Source: an optimization exercise on an open RTL-to-GDS flow (aim: small area and a short achievable clock period). Production flows keep margins and buffers that such runs may drop.
No functional check of the RTL was part of this run.
No activity file was given, so power comes from the tool's default toggle rates.

File: flow/design.v
module step_dp (
  input  wire [16:0] h,
  input  wire [16:0] x0,
  input  wire [16:0] x1,
  input  wire [16:0] x2,
  input  wire [2:0]  neg,
  input  wire        ci,
  output wire [22:0] s
);
  wire t1 = ci ^ h[0] ^ neg[0];
  wire t2 = (ci & h[0]) | (ci & neg[0]) | (h[0] & neg[0]);
  wire t3 = h[1] ^ t2;
  wire t4 = h[1] & t2;
  wire t5 = h[2] ^ neg[1] ^ x0[2];
  wire t6 = (h[2] & neg[1]) | (h[2] & x0[2]) | (neg[1] & x0[2]);
  wire t7 = x1[0] ^ t4;
  wire t8 = x1[0] & t4;
  wire t9 = h[3] ^ x0[3] ^ x1[1];
  wire t10 = (h[3] & x0[3]) | (h[3] & x1[1]) | (x0[3] & x1[1]);
  wire t11 = t8 ^ t6;
  wire t12 = t8 & t6;
  wire t13 = h[4] ^ neg[2] ^ x0[4];
  wire t14 = (h[4] & neg[2]) | (h[4] & x0[4]) | (neg[2] & x0[4]);
  wire t15 = x1[2] ^ x2[0] ^ t10;
  wire t16 = (x1[2] & x2[0]) | (x1[2] & t10) | (x2[0] & t10);
  wire t17 = t13 ^ t12;
  wire t18 = t13 & t12;
  wire t19 = h[5] ^ x0[5] ^ x1[3];
  wire t20 = (h[5] & x0[5]) | (h[5] & x1[3]) | (x0[5] & x1[3]);
  wire t21 = x2[1] ^ t14 ^ t19;
  wire t22 = (x2[1] & t14) | (x2[1] & t19) | (t14 & t19);
  wire t23 = t16 ^ t18;
  wire t24 = t16 & t18;
  wire t25 = h[6] ^ x0[6] ^ x1[4];
  wire t26 = (h[6] & x0[6]) | (h[6] & x1[4]) | (x0[6] & x1[4]);
  wire t27 = x2[2] ^ t20 ^ t25;
  wire t28 = (x2[2] & t20) | (x2[2] & t25) | (t20 & t25);
  wire t29 = t22 ^ t27;
  wire t30 = t22 & t27;
  wire t31 = h[7] ^ x0[7] ^ x1[5];
  wire t32 = (h[7] & x0[7]) | (h[7] & x1[5]) | (x0[7] & x1[5]);
  wire t33 = x2[3] ^ t26 ^ t31;
  wire t34 = (x2[3] & t26) | (x2[3] & t31) | (t26 & t31);
  wire t35 = t28 ^ t33;
  wire t36 = t28 & t33;
  wire t37 = h[8] ^ x0[8] ^ x1[6];
  wire t38 = (h[8] & x0[8]) | (h[8] & x1[6]) | (x0[8] & x1[6]);
  wire t39 = x2[4] ^ t32 ^ t37;
  wire t40 = (x2[4] & t32) | (x2[4] & t37) | (t32 & t37);
  wire t41 = t34 ^ t39;
  wire t42 = t34 & t39;
  wire t43 = h[9] ^ x0[9] ^ x1[7];
  wire t44 = (h[9] & x0[9]) | (h[9] & x1[7]) | (x0[9] & x1[7]);
  wire t45 = x2[5] ^ t38 ^ t43;
  wire t46 = (x2[5] & t38) | (x2[5] & t43) | (t38 & t43);
  wire t47 = t40 ^ t45;
  wire t48 = t40 & t45;
  wire t49 = h[10] ^ x0[10] ^ x1[8];
  wire t50 = (h[10] & x0[10]) | (h[10] & x1[8]) | (x0[10] & x1[8]);
  wire t51 = x2[6] ^ t44 ^ t49;
  wire t52 = (x2[6] & t44) | (x2[6] & t49) | (t44 & t49);
  wire t53 = t46 ^ t51;
  wire t54 = t46 & t51;
  wire t55 = h[11] ^ x0[11] ^ x1[9];
  wire t56 = (h[11] & x0[11]) | (h[11] & x1[9]) | (x0[11] & x1[9]);
  wire t57 = x2[7] ^ t50 ^ t55;
  wire t58 = (x2[7] & t50) | (x2[7] & t55) | (t50 & t55);
  wire t59 = t52 ^ t57;
  wire t60 = t52 & t57;
  wire t61 = h[12] ^ x0[12] ^ x1[10];
  wire t62 = (h[12] & x0[12]) | (h[12] & x1[10]) | (x0[12] & x1[10]);
  wire t63 = x2[8] ^ t56 ^ t61;
  wire t64 = (x2[8] & t56) | (x2[8] & t61) | (t56 & t61);
  wire t65 = t58 ^ t63;
  wire t66 = t58 & t63;
  wire t67 = h[13] ^ x0[13] ^ x1[11];
  wire t68 = (h[13] & x0[13]) | (h[13] & x1[11]) | (x0[13] & x1[11]);
  wire t69 = x2[9] ^ t62 ^ t67;
  wire t70 = (x2[9] & t62) | (x2[9] & t67) | (t62 & t67);
  wire t71 = t64 ^ t69;
  wire t72 = t64 & t69;
  wire t73 = h[14] ^ x0[14] ^ x1[12];
  wire t74 = (h[14] & x0[14]) | (h[14] & x1[12]) | (x0[14] & x1[12]);
  wire t75 = x2[10] ^ t68 ^ t73;
  wire t76 = (x2[10] & t68) | (x2[10] & t73) | (t68 & t73);
  wire t77 = t70 ^ t75;
  wire t78 = t70 & t75;
  wire t79 = h[15] ^ x0[15] ^ x1[13];
  wire t80 = (h[15] & x0[15]) | (h[15] & x1[13]) | (x0[15] & x1[13]);
  wire t81 = x2[11] ^ t74 ^ t79;
  wire t82 = (x2[11] & t74) | (x2[11] & t79) | (t74 & t79);
  wire t83 = t76 ^ t81;
  wire t84 = t76 & t81;
  wire t85 = 1'b1 ^ ~h[16] ^ x0[16];
  wire t86 = (1'b1 & ~h[16]) | (1'b1 & x0[16]) | (~h[16] & x0[16]);
  wire t87 = x1[14] ^ x2[12] ^ t80;
  wire t88 = (x1[14] & x2[12]) | (x1[14] & t80) | (x2[12] & t80);
  wire t89 = t85 ^ t82 ^ t87;
  wire t90 = (t85 & t82) | (t85 & t87) | (t82 & t87);
  wire t91 = ~neg[0] ^ x1[15] ^ x2[13];
  wire t92 = (~neg[0] & x1[15]) | (~neg[0] & x2[13]) | (x1[15] & x2[13]);
  wire t93 = t86 ^ t91 ^ t88;
  wire t94 = (t86 & t91) | (t86 & t88) | (t91 & t88);
  wire t95 = 1'b1 ^ x1[16] ^ x2[14];
  wire t96 = (1'b1 & x1[16]) | (1'b1 & x2[14]) | (x1[16] & x2[14]);
  wire t97 = t92 ^ t95;
  wire t98 = t92 & t95;
  wire t99 = ~neg[1] ^ x2[15] ^ t96;
  wire t100 = (~neg[1] & x2[15]) | (~neg[1] & t96) | (x2[15] & t96);
  wire t101 = 1'b1 ^ x2[16];
  wire t102 = 1'b1 & x2[16];
  wire t103 = t1 & x0[0];
  wire t104 = t1 ^ x0[0];
  wire t105 = x0[1] & t3;
  wire t106 = x0[1] ^ t3;
  wire t107 = t7 & t5;
  wire t108 = t7 ^ t5;
  wire t109 = t9 & t11;
  wire t110 = t9 ^ t11;
  wire t111 = t15 & t17;
  wire t112 = t15 ^ t17;
  wire t113 = t21 & t23;
  wire t114 = t21 ^ t23;
  wire t115 = t24 & t29;
  wire t116 = t24 ^ t29;
  wire t117 = t30 & t35;
  wire t118 = t30 ^ t35;
  wire t119 = t36 & t41;
  wire t120 = t36 ^ t41;
  wire t121 = t42 & t47;
  wire t122 = t42 ^ t47;
  wire t123 = t48 & t53;
  wire t124 = t48 ^ t53;
  wire t125 = t54 & t59;
  wire t126 = t54 ^ t59;
  wire t127 = t60 & t65;
  wire t128 = t60 ^ t65;
  wire t129 = t66 & t71;
  wire t130 = t66 ^ t71;
  wire t131 = t72 & t77;
  wire t132 = t72 ^ t77;
  wire t133 = t78 & t83;
  wire t134 = t78 ^ t83;
  wire t135 = t84 & t89;
  wire t136 = t84 ^ t89;
  wire t137 = t90 & t93;
  wire t138 = t90 ^ t93;
  wire t139 = t97 & t94;
  wire t140 = t97 ^ t94;
  wire t141 = t98 & t99;
  wire t142 = t98 ^ t99;
  wire t143 = t101 & t100;
  wire t144 = t101 ^ t100;
  wire t145 = ~neg[2] & t102;
  wire t146 = ~neg[2] ^ t102;
  wire t147 = t105 | (t106 & t103);
  wire t148 = t107 | (t108 & t105);
  wire t149 = t108 & t106;
  wire t150 = t109 | (t110 & t107);
  wire t151 = t110 & t108;
  wire t152 = t111 | (t112 & t109);
  wire t153 = t112 & t110;
  wire t154 = t113 | (t114 & t111);
  wire t155 = t114 & t112;
  wire t156 = t115 | (t116 & t113);
  wire t157 = t116 & t114;
  wire t158 = t117 | (t118 & t115);
  wire t159 = t118 & t116;
  wire t160 = t119 | (t120 & t117);
  wire t161 = t120 & t118;
  wire t162 = t121 | (t122 & t119);
  wire t163 = t122 & t120;
  wire t164 = t123 | (t124 & t121);
  wire t165 = t124 & t122;
  wire t166 = t125 | (t126 & t123);
  wire t167 = t126 & t124;
  wire t168 = t127 | (t128 & t125);
  wire t169 = t128 & t126;
  wire t170 = t129 | (t130 & t127);
  wire t171 = t130 & t128;
  wire t172 = t131 | (t132 & t129);
  wire t173 = t132 & t130;
  wire t174 = t133 | (t134 & t131);
  wire t175 = t134 & t132;
  wire t176 = t135 | (t136 & t133);
  wire t177 = t136 & t134;
  wire t178 = t137 | (t138 & t135);
  wire t179 = t138 & t136;
  wire t180 = t139 | (t140 & t137);
  wire t181 = t140 & t138;
  wire t182 = t141 | (t142 & t139);
  wire t183 = t142 & t140;
  wire t184 = t143 | (t144 & t141);
  wire t185 = t144 & t142;
  wire t186 = t145 | (t146 & t143);
  wire t187 = t146 & t144;
  wire t188 = 1'b1 & t145;
  wire t189 = 1'b1 & t146;
  wire t190 = t148 | (t149 & t103);
  wire t191 = t150 | (t151 & t147);
  wire t192 = t152 | (t153 & t148);
  wire t193 = t153 & t149;
  wire t194 = t154 | (t155 & t150);
  wire t195 = t155 & t151;
  wire t196 = t156 | (t157 & t152);
  wire t197 = t157 & t153;
  wire t198 = t158 | (t159 & t154);
  wire t199 = t159 & t155;
  wire t200 = t160 | (t161 & t156);
  wire t201 = t161 & t157;
  wire t202 = t162 | (t163 & t158);
  wire t203 = t163 & t159;
  wire t204 = t164 | (t165 & t160);
  wire t205 = t165 & t161;
  wire t206 = t166 | (t167 & t162);
  wire t207 = t167 & t163;
  wire t208 = t168 | (t169 & t164);
  wire t209 = t169 & t165;
  wire t210 = t170 | (t171 & t166);
  wire t211 = t171 & t167;
  wire t212 = t172 | (t173 & t168);
  wire t213 = t173 & t169;
  wire t214 = t174 | (t175 & t170);
  wire t215 = t175 & t171;
  wire t216 = t176 | (t177 & t172);
  wire t217 = t177 & t173;
  wire t218 = t178 | (t179 & t174);
  wire t219 = t179 & t175;
  wire t220 = t180 | (t181 & t176);
  wire t221 = t181 & t177;
  wire t222 = t182 | (t183 & t178);
  wire t223 = t183 & t179;
  wire t224 = t184 | (t185 & t180);
  wire t225 = t185 & t181;
  wire t226 = t186 | (t187 & t182);
  wire t227 = t187 & t183;
  wire t228 = t188 | (t189 & t184);
  wire t229 = t189 & t185;
  wire t230 = t192 | (t193 & t103);
  wire t231 = t194 | (t195 & t147);
  wire t232 = t196 | (t197 & t190);
  wire t233 = t198 | (t199 & t191);
  wire t234 = t200 | (t201 & t192);
  wire t235 = t201 & t193;
  wire t236 = t202 | (t203 & t194);
  wire t237 = t203 & t195;
  wire t238 = t204 | (t205 & t196);
  wire t239 = t205 & t197;
  wire t240 = t206 | (t207 & t198);
  wire t241 = t207 & t199;
  wire t242 = t208 | (t209 & t200);
  wire t243 = t209 & t201;
  wire t244 = t210 | (t211 & t202);
  wire t245 = t211 & t203;
  wire t246 = t212 | (t213 & t204);
  wire t247 = t213 & t205;
  wire t248 = t214 | (t215 & t206);
  wire t249 = t215 & t207;
  wire t250 = t216 | (t217 & t208);
  wire t251 = t217 & t209;
  wire t252 = t218 | (t219 & t210);
  wire t253 = t219 & t211;
  wire t254 = t220 | (t221 & t212);
  wire t255 = t221 & t213;
  wire t256 = t222 | (t223 & t214);
  wire t257 = t223 & t215;
  wire t258 = t224 | (t225 & t216);
  wire t259 = t225 & t217;
  wire t260 = t226 | (t227 & t218);
  wire t261 = t227 & t219;
  wire t262 = t228 | (t229 & t220);
  wire t263 = t229 & t221;
  wire t264 = t234 | (t235 & t103);
  wire t265 = t236 | (t237 & t147);
  wire t266 = t238 | (t239 & t190);
  wire t267 = t240 | (t241 & t191);
  wire t268 = t242 | (t243 & t230);
  wire t269 = t244 | (t245 & t231);
  wire t270 = t246 | (t247 & t232);
  wire t271 = t248 | (t249 & t233);
  wire t272 = t250 | (t251 & t234);
  wire t273 = t251 & t235;
  wire t274 = t252 | (t253 & t236);
  wire t275 = t253 & t237;
  wire t276 = t254 | (t255 & t238);
  wire t277 = t255 & t239;
  wire t278 = t256 | (t257 & t240);
  wire t279 = t257 & t241;
  wire t280 = t258 | (t259 & t242);
  wire t281 = t259 & t243;
  wire t282 = t260 | (t261 & t244);
  wire t283 = t261 & t245;
  wire t284 = t262 | (t263 & t246);
  wire t285 = t263 & t247;
  wire t286 = t272 | (t273 & t103);
  wire t287 = t274 | (t275 & t147);
  wire t288 = t276 | (t277 & t190);
  wire t289 = t278 | (t279 & t191);
  wire t290 = t280 | (t281 & t230);
  wire t291 = t282 | (t283 & t231);
  wire t292 = t284 | (t285 & t232);
  wire t293 = t106 ^ t103;
  wire t294 = t108 ^ t147;
  wire t295 = t110 ^ t190;
  wire t296 = t112 ^ t191;
  wire t297 = t114 ^ t230;
  wire t298 = t116 ^ t231;
  wire t299 = t118 ^ t232;
  wire t300 = t120 ^ t233;
  wire t301 = t122 ^ t264;
  wire t302 = t124 ^ t265;
  wire t303 = t126 ^ t266;
  wire t304 = t128 ^ t267;
  wire t305 = t130 ^ t268;
  wire t306 = t132 ^ t269;
  wire t307 = t134 ^ t270;
  wire t308 = t136 ^ t271;
  wire t309 = t138 ^ t286;
  wire t310 = t140 ^ t287;
  wire t311 = t142 ^ t288;
  wire t312 = t144 ^ t289;
  wire t313 = t146 ^ t290;
  wire t314 = 1'b1 ^ t291;
  assign s = {t314, t313, t312, t311, t310, t309, t308, t307, t306, t305, t304, t303, t302, t301, t300, t299, t298, t297, t296, t295, t294, t293, t104};
endmodule
`timescale 1ns/1ps
module router_extended (
  input  wire        clk,
  input  wire        rst,
  input  wire        start,
  input  wire [2:0]  cond_sel,
  input  wire [3:0]  opcode,
  input  wire [15:0] op_a,
  input  wire [15:0] op_b,
  output reg         busy,
  output reg         done,
  output reg  [31:0] result
);
  wire f_bin = (opcode <= 4'd2);
  wire f_dec = (opcode >= 4'd3)   && (opcode <= 4'd5);
  wire f_duo = (opcode >= 4'd6) && (opcode <= 4'd8);
  reg [1:0] cls_in;
  always @(*) begin
    case (cond_sel)
      3'd0:    cls_in = f_bin ? 2'd0 : f_dec ? 2'd2 : 2'd1;
      3'd1:    cls_in = f_dec ? 2'd0 : 2'd1;
      3'd2:    cls_in = f_duo ? 2'd0 : f_bin ? 2'd1 : 2'd2;
      3'd4:    cls_in = (f_bin | f_dec) ? 2'd0 : 2'd1;
      default: cls_in = (f_bin | f_dec | f_duo) ? 2'd0 : 2'd2;
    endcase
  end
  reg  [1:0] cls;
  reg  [3:0] cnt;
  reg        idle;
  wire       last  = (cls == 2'd0) ? (cnt == 4'd2) :
                     (cls == 2'd1) ? (cnt == 4'd7) : (cnt == 4'd9);
  wire       load  = idle | ((cls == 2'd1) ? (cnt == 4'd4) : (cnt == 4'd6));
  always @(posedge clk) begin
    cls <= cls_in;
    if (rst) begin
      busy <= 1'b0;
      idle <= 1'b1;
      done <= 1'b0;
      cnt  <= 4'd0;
    end else begin
      done <= ~idle & last;
      if (idle) begin
        busy <= start;
        idle <= ~start;
        cnt  <= 4'd0;
      end else if (last) begin
        busy <= 1'b0;
        idle <= 1'b1;
      end else begin
        cnt <= cnt + 4'd1;
      end
    end
  end
  wire is_add = (opcode == 4'd0) || (opcode == 4'd3) || (opcode == 4'd6);
  wire is_sub = (opcode == 4'd1) || (opcode == 4'd4) || (opcode == 4'd7);
  wire [16:0] h_init = is_add ? {1'b0, op_b} : is_sub ? {1'b1, ~op_b} : 17'd0;
  wire [15:0] m_init = (opcode == 4'd2)   ? op_b  :
                       (opcode == 4'd5) ? 16'd10 :
                       (opcode == 4'd8)  ? 16'd3  :
                       (is_add | is_sub)         ? 16'd1  : 16'd0;
  function [8:0] dec(input [5:0] c, input p);
    integer i;
    reg [6:0] e;
    begin
      e = {c, p};
      for (i = 0; i < 3; i = i + 1)
        dec[3*i +: 3] = {e[2*i+2] & ~(e[2*i+1] & e[2*i]),
                         (e[2*i+2] & ~e[2*i+1] & ~e[2*i]) | (~e[2*i+2] & e[2*i+1] & e[2*i]),
                         e[2*i+1] ^ e[2*i]};
    end
  endfunction
  function [16:0] row(input [2:0] d, input [15:0] a);
    row = (({17{d[0]}} & {1'b0, a}) | ({17{d[1]}} & {a, 1'b0})) ^ {17{d[2]}};
  endfunction
  reg  [15:0] a_r;      
  reg  [16:0] h;        
  reg  [8:0]  sel;      
  reg  [11:0] lb;       
  reg         pb;       
  reg         ci;       
  wire [22:0] s;
  step_dp u_dp (
    .h(h), .x0(row(sel[2:0], a_r)), .x1(row(sel[5:3], a_r)), .x2(row(sel[8:6], a_r)),
    .neg({sel[8], sel[5], sel[2]}), .ci(ci), .s(s)
  );
  always @(posedge clk) begin
    a_r <= op_a;
    if (load) begin
      h   <= h_init;
      sel <= dec(m_init[5:0], 1'b0);
      lb  <= {2'b00, m_init[15:6]};
      pb  <= m_init[5];
      ci  <= is_sub;
    end else begin
      h   <= s[22:6];
      sel <= dec(lb[5:0], pb);
      lb  <= {s[5:0], lb[11:6]};
      pb  <= lb[5];
      ci  <= 1'b0;
    end
  end
  always @(posedge clk) begin
    if (rst)
      result <= 32'd0;
    else if (~idle & last)
      result <= {s[19:0], lb};
  end
endmodule
File: flow/flow/run.sh
#!/bin/bash
# The standard layout, with buf_2 cells as the port buffers and timing
# repair aimed past the 10 ns constraint.
set -euo pipefail
bash standard.sh SETUP_SLACK_MARGIN=6 "BUFFER_PORTS_ARGS=-buffer_cell sky130_fd_sc_hd__buf_2" finish > standard.log 2>&1
File: flow/standard.sh
#!/bin/bash
# synth_recipe.tcl (not shown) runs the flow's synth.tcl, then flattens the netlist and writes it again
# the make line also repeats each setting of config.mk as NAME=value (left out here)
make -C /OpenROAD-flow-scripts/flow DESIGN_CONFIG=/design/flow/config.mk WORK_HOME=/design/flow/orfs CLKGATE_MAP_FILE= SYNTH_SCRIPT=/design/flow/synth_recipe.tcl "${@:-finish}"
File: flow/config.mk
export PLATFORM = sky130hd
export DESIGN_NAME = router_extended
export DESIGN_NICKNAME = router_extended
export VERILOG_FILES = /design/flow/design.v
export SDC_FILE = /design/flow/constraint.sdc
export NUM_CORES = 4
export LEC_CHECK = 0
export ABC_CLOCK_PERIOD_IN_PS = 1000
export CAP_MARGIN = 20
export CORE_MARGIN = 2
export CORE_UTILIZATION = 40
export CTS_BUF_LIST = sky130_fd_sc_hd__clkbuf_4 sky130_fd_sc_hd__clkbuf_8
export SLEW_MARGIN = 20
File: flow/constraint.sdc
create_clock -name core_clock -period 10.0 [get_ports {clk}]
set_input_delay 2.0000 -clock core_clock [delete_from_list [all_inputs] [get_ports {clk}]]
set_output_delay 2.0000 -clock core_clock [all_outputs]
set_load 0.01 [all_outputs]
==> run summary <==
## logic make-up (layout without fill, tap and decap cells)
logic type / Yosys count / count (layout) / share of synthesized area
and+or+nand+nor: 255 / 255 / 0.175
AOI/OAI and AO/OA: 225 / 225 / 0.216
buffers and inverters: 115 / 175 / 0.0636
DFF: 97 / 97 / 0.282
adders and majority gates: 78 / 78 / 0.178
xor gates and xnor gates: 64 / 64 / 0.0814
muxes: 2 / 2 / 0.00327
## power by group
group          internal [W]  switching, W
registers          0.000442     0.0000501
logic              0.000791       0.00107
clock network     0.0000996      0.000168
## registers in the layout (all words and copies together), names as in the netlist
name / flops
busy: 1
cnt: 4
ci: 1
done: 1
lb: 12
idle: 1
a_r: 16
result: 32
pb: 1
cls: 2
h: 17
sel: 9
## critical path: cells and delay by family, from the launching register on
kind / cells / cell delay (ns)
xor gates and xnor gates: 1 / 0.23
muxes: 1 / 0.34
and+or+nand+nor: 1 / 0.12
DFF: 1 / 0.41
AOI/OAI and AO/OA: 5 / 0.98
buffers and inverters: 2 / 0.25
adders and majority gates: 4 / 1.49
## repair_timing
action | in CTS | in global routing
buffers inserted | 0 | 13
pin swaps | 0 | 27
resized for setup | 31 | 58
hold endpoints to repair | 0 | 0
setup endpoints to repair | 30 | 25
## layout by cell type (no fill, tap or decap), types with 7 or more instances in the layout
cell       n
a211oi_1  15
a21o_1     7
a21oi_1   54
a22oi_1   36
a22oi_2    9
and2_1     9
buf_2     75
buf_4     12
clkbuf_8   9
dfxtp_1   89
fa_1      32
ha_1      31
ha_4       8
inv_1     65
nand2_1   96
nand2b_1   7
nand3_1   30
nor2_1    48
nor3_1    20
o21ai_0   30
xnor2_1   42
xor2_1    18
## layer usage
layer,up-vias,GRT usage,wire length [µm]
li1,3023,-,-
met1,2914,0.276,8470
met2,195,0.361,9770
met3,28,0.0464,1120
met4,0,0.0613,442
met5,-,0,0
## worst min-delay path by stage
stage	depth (start not counted)	end	slack, ns
CTS	2	lb[1]	0.46
global placement	2	lb[4]	0.44
finish	2	lb[1]	0.45
detailed placement	2	lb[4]	0.43
floorplan	2	lb[0]	0.42
global route	2	result[0]	0.48
## final cells by class
| cell class | count | share of cell area |
|---|---|---|
| Inverter | 67 | 0.0312 |
| Multi-Input combinational cell | 624 | 0.601 |
| Tap cell | 220 | 0.0339 |
| Clock buffer | 9 | 0.0152 |
| Timing Repair Buffer | 92 | 0.0670 |
| Sequential cell | 97 | 0.242 |
| Clock inverter | 7 | 0.00970 |
## through the flow
step | instance area (µm²) | hold WS [ns] | instances | utilization
final | 8130 | 0.454 | 1116 | 0.487
after global routing | 8130 | 0.478 | 1116 | 0.487
after CTS | 7700 | 0.459 | 1103 | 0.461
after detailed placement | 7400 | 0.433 | 1087 | 0.443
after global placement | 7400 | 0.439 | 1087 | 0.443
after floorplan | 6900 | 0.415 | 836 | -
==> metrics.md <==
| Metric | Value |
|---|---|
| Status | `no timing/DRC/antenna violations` |
| Count of cell types in the netlist | `63` |
| CTS root buffer | `clkbuf_8` |
| PD cells | `323 nW/µm²` |
| Commonest cells in the netlist | `97 x dfxtp_1, 96 x nand2_1, 65 x inv_1` |
| 1st-iter DRT viols | `466` |
| Avg Cell Area, Syn | `8.23 µm²` |
| Setup ws final | `6.10 ns` |
| Worst path required time | `10.33 ns` |
| Share of layout cells above drive strength 1 | `0.203` |
| R2R depth | `14` |
| Final Max Tran Viols | `0` |
| GPL Wtd Cong | `0.898` |
| Max Root-Sink Buffers | `2` |
| CTS tree | `yes` |
| Peak Freq | `256 MHz` |
| Worst hold path class | `reg2reg` |
| Multi-input logic area | `4890 µm²` |
| Die ar. | `18300 µm²` |
| Hold_sp | `lb[7]` |
| Number of synthesized flops with an enable pin | `0` |
| GR Overflow Total | `0` |
| Post-Place Worst Slack | `about 5.2 ns` |
| Nets | `roughly 1000` |
| Post-synth ARST share | `0` |
| Clock-pin slew on the worst setup and hold paths | `0.12 ns` |
| Setup_tns | `0 ns` |
| Clock latency (worst-skew pair) | `0.40 ns` |
| Max FO, Critical Path | `8` |
| Top-count cell post-synth | `dfxtp_1` |
| Fin crit share | `0.390` |
| Yosys warns | `1` |
| Layout area overhead | `18.1%` |
| Reg2reg end | `h[12]` |
| Routed via count | `6160` |
| Critical R2R Launch | `sel[0]` |
| Max_cap viols | `0` |
| Cts bufs inserted | `9` |
| Largest net degree at the start of global routing | `52` |
| Hpwl dp | `between 10000 and 15000 µm` |
| CTS H-tree lvls | `3` |
| Static Leak | `3.39 nW` |
| CTS sink cnt | `97` |
| Fin. Hold Viols | `0` |
| Die X | `135 µm` |
| Routed WL | `around 20000 µm` |
| DR WL/cell | `between 15 and 20 µm` |
| Critical Path AT | `4.23 ns` |
| Synth Instances | `approximately 840` |
| Seq/Total Area, Yosys | `0.282` |
| Initial Util | `0.412` |
| Max VDD drop | `~0.21 mV` |
| Commonest register cell after synthesis | `dfxtp_1` |
| Flop-to-flop setup slack | `6.10 ns` |
| CP endpoint kind | `flip-flop` |
| Pwr Total | `0.00262 W` |
| Residual DRC | `0` |
| Port bufs | `75` |
| Yosys top cell area share | `0.282` |
| Rows | `47` |
| Biggest cell delay along the critical path | `0.50 ns` |
| First-pass GRT wire length | `30400 µm` |
| Slew HR | `0.408` |
| I/O pins | `76` |
| Vias in the first global route | `5785` |
| Setup violators final | `0` |
| Fillers | `1692` |
| Largest area contributor in the netlist | `dfxtp_1` |
| Storage cell area | `about 2000 µm²` |
| Yosys reg bits | `97` |
| DRT Pass-1 Iters | `5` |
| Crit path to | `h[12]` |
| Drt via density | `5.52` |
| Core Area | `around 17000 µm²` |
| Top post-synthesis cells by area | `dfxtp_1 28%, fa_1 9.6%, ha_1 8.2%` |
| DRT antenna net count | `0` |
| Die span in y | `135 µm` |
| Skew final | `0.0158 ns` |
| Synthesized net count | `about 960` |
| Slew @ Worst Pin | `0.885 ns` |
| Worst setup path class | `reg2reg` |
| Initial antenna violation count | `0` |
| Crit path launch type | `flip-flop` |
| Worst Setup SP | `sel[0]` |
| Post-synthesis cell area | `between 6000 and 7000 µm²` |
| CP dominant cell by count | `fa_1` |
| Period minus WS final | `3.90 ns` |
| GRT Util Overall | `0.214` |
| RSZ-0062 raised after global routing | `false` |
| Worst-path cell chain | `clkbuf_4, a22oi_2, xor2_1, fa_1, fa_1, inv_1, ha_1, ha_2, a21oi_2, o21bai_1, a211oi_2, o211a_1, mux2_2, nand3_1` |
| Critical-path top delay cell | `fa_1` |
| Diode count | `0` |
| Cts hold-fix bufs | `0` |

separate check: timing with driven ports:
The results above use ideal ports. As a check the final layout listed here was re-extracted and re-timed, cells and wires unchanged.
Step 1 (the two cells are an assumption about what drives the block):
set clk [get_ports {clk}]
set_driving_cell -lib_cell sky130_fd_sc_hd__clkbuf_16 $clk
set_driving_cell -lib_cell sky130_fd_sc_hd__buf_2 [delete_from_list [all_inputs] $clk]
Step 2 times the ports against the registers' clock, not the clock port: input delays grow and output delays shrink by t, the midpoint of the rising clock arrivals with the driver on.
Three values: no drivers, after step 1, after step 2; two values: the first two.
t, ns: 0.433
setup WS [ns]: 6.100 / 6.100 / 6.020
worst setup path at the end: input to register
worst data-port slew with drivers (ns): 0.04
After both steps setup and hold are still met in this run. For this run, drivers alone change the setup slack by 0.000 ns; drivers and shift together by -0.080 ns.
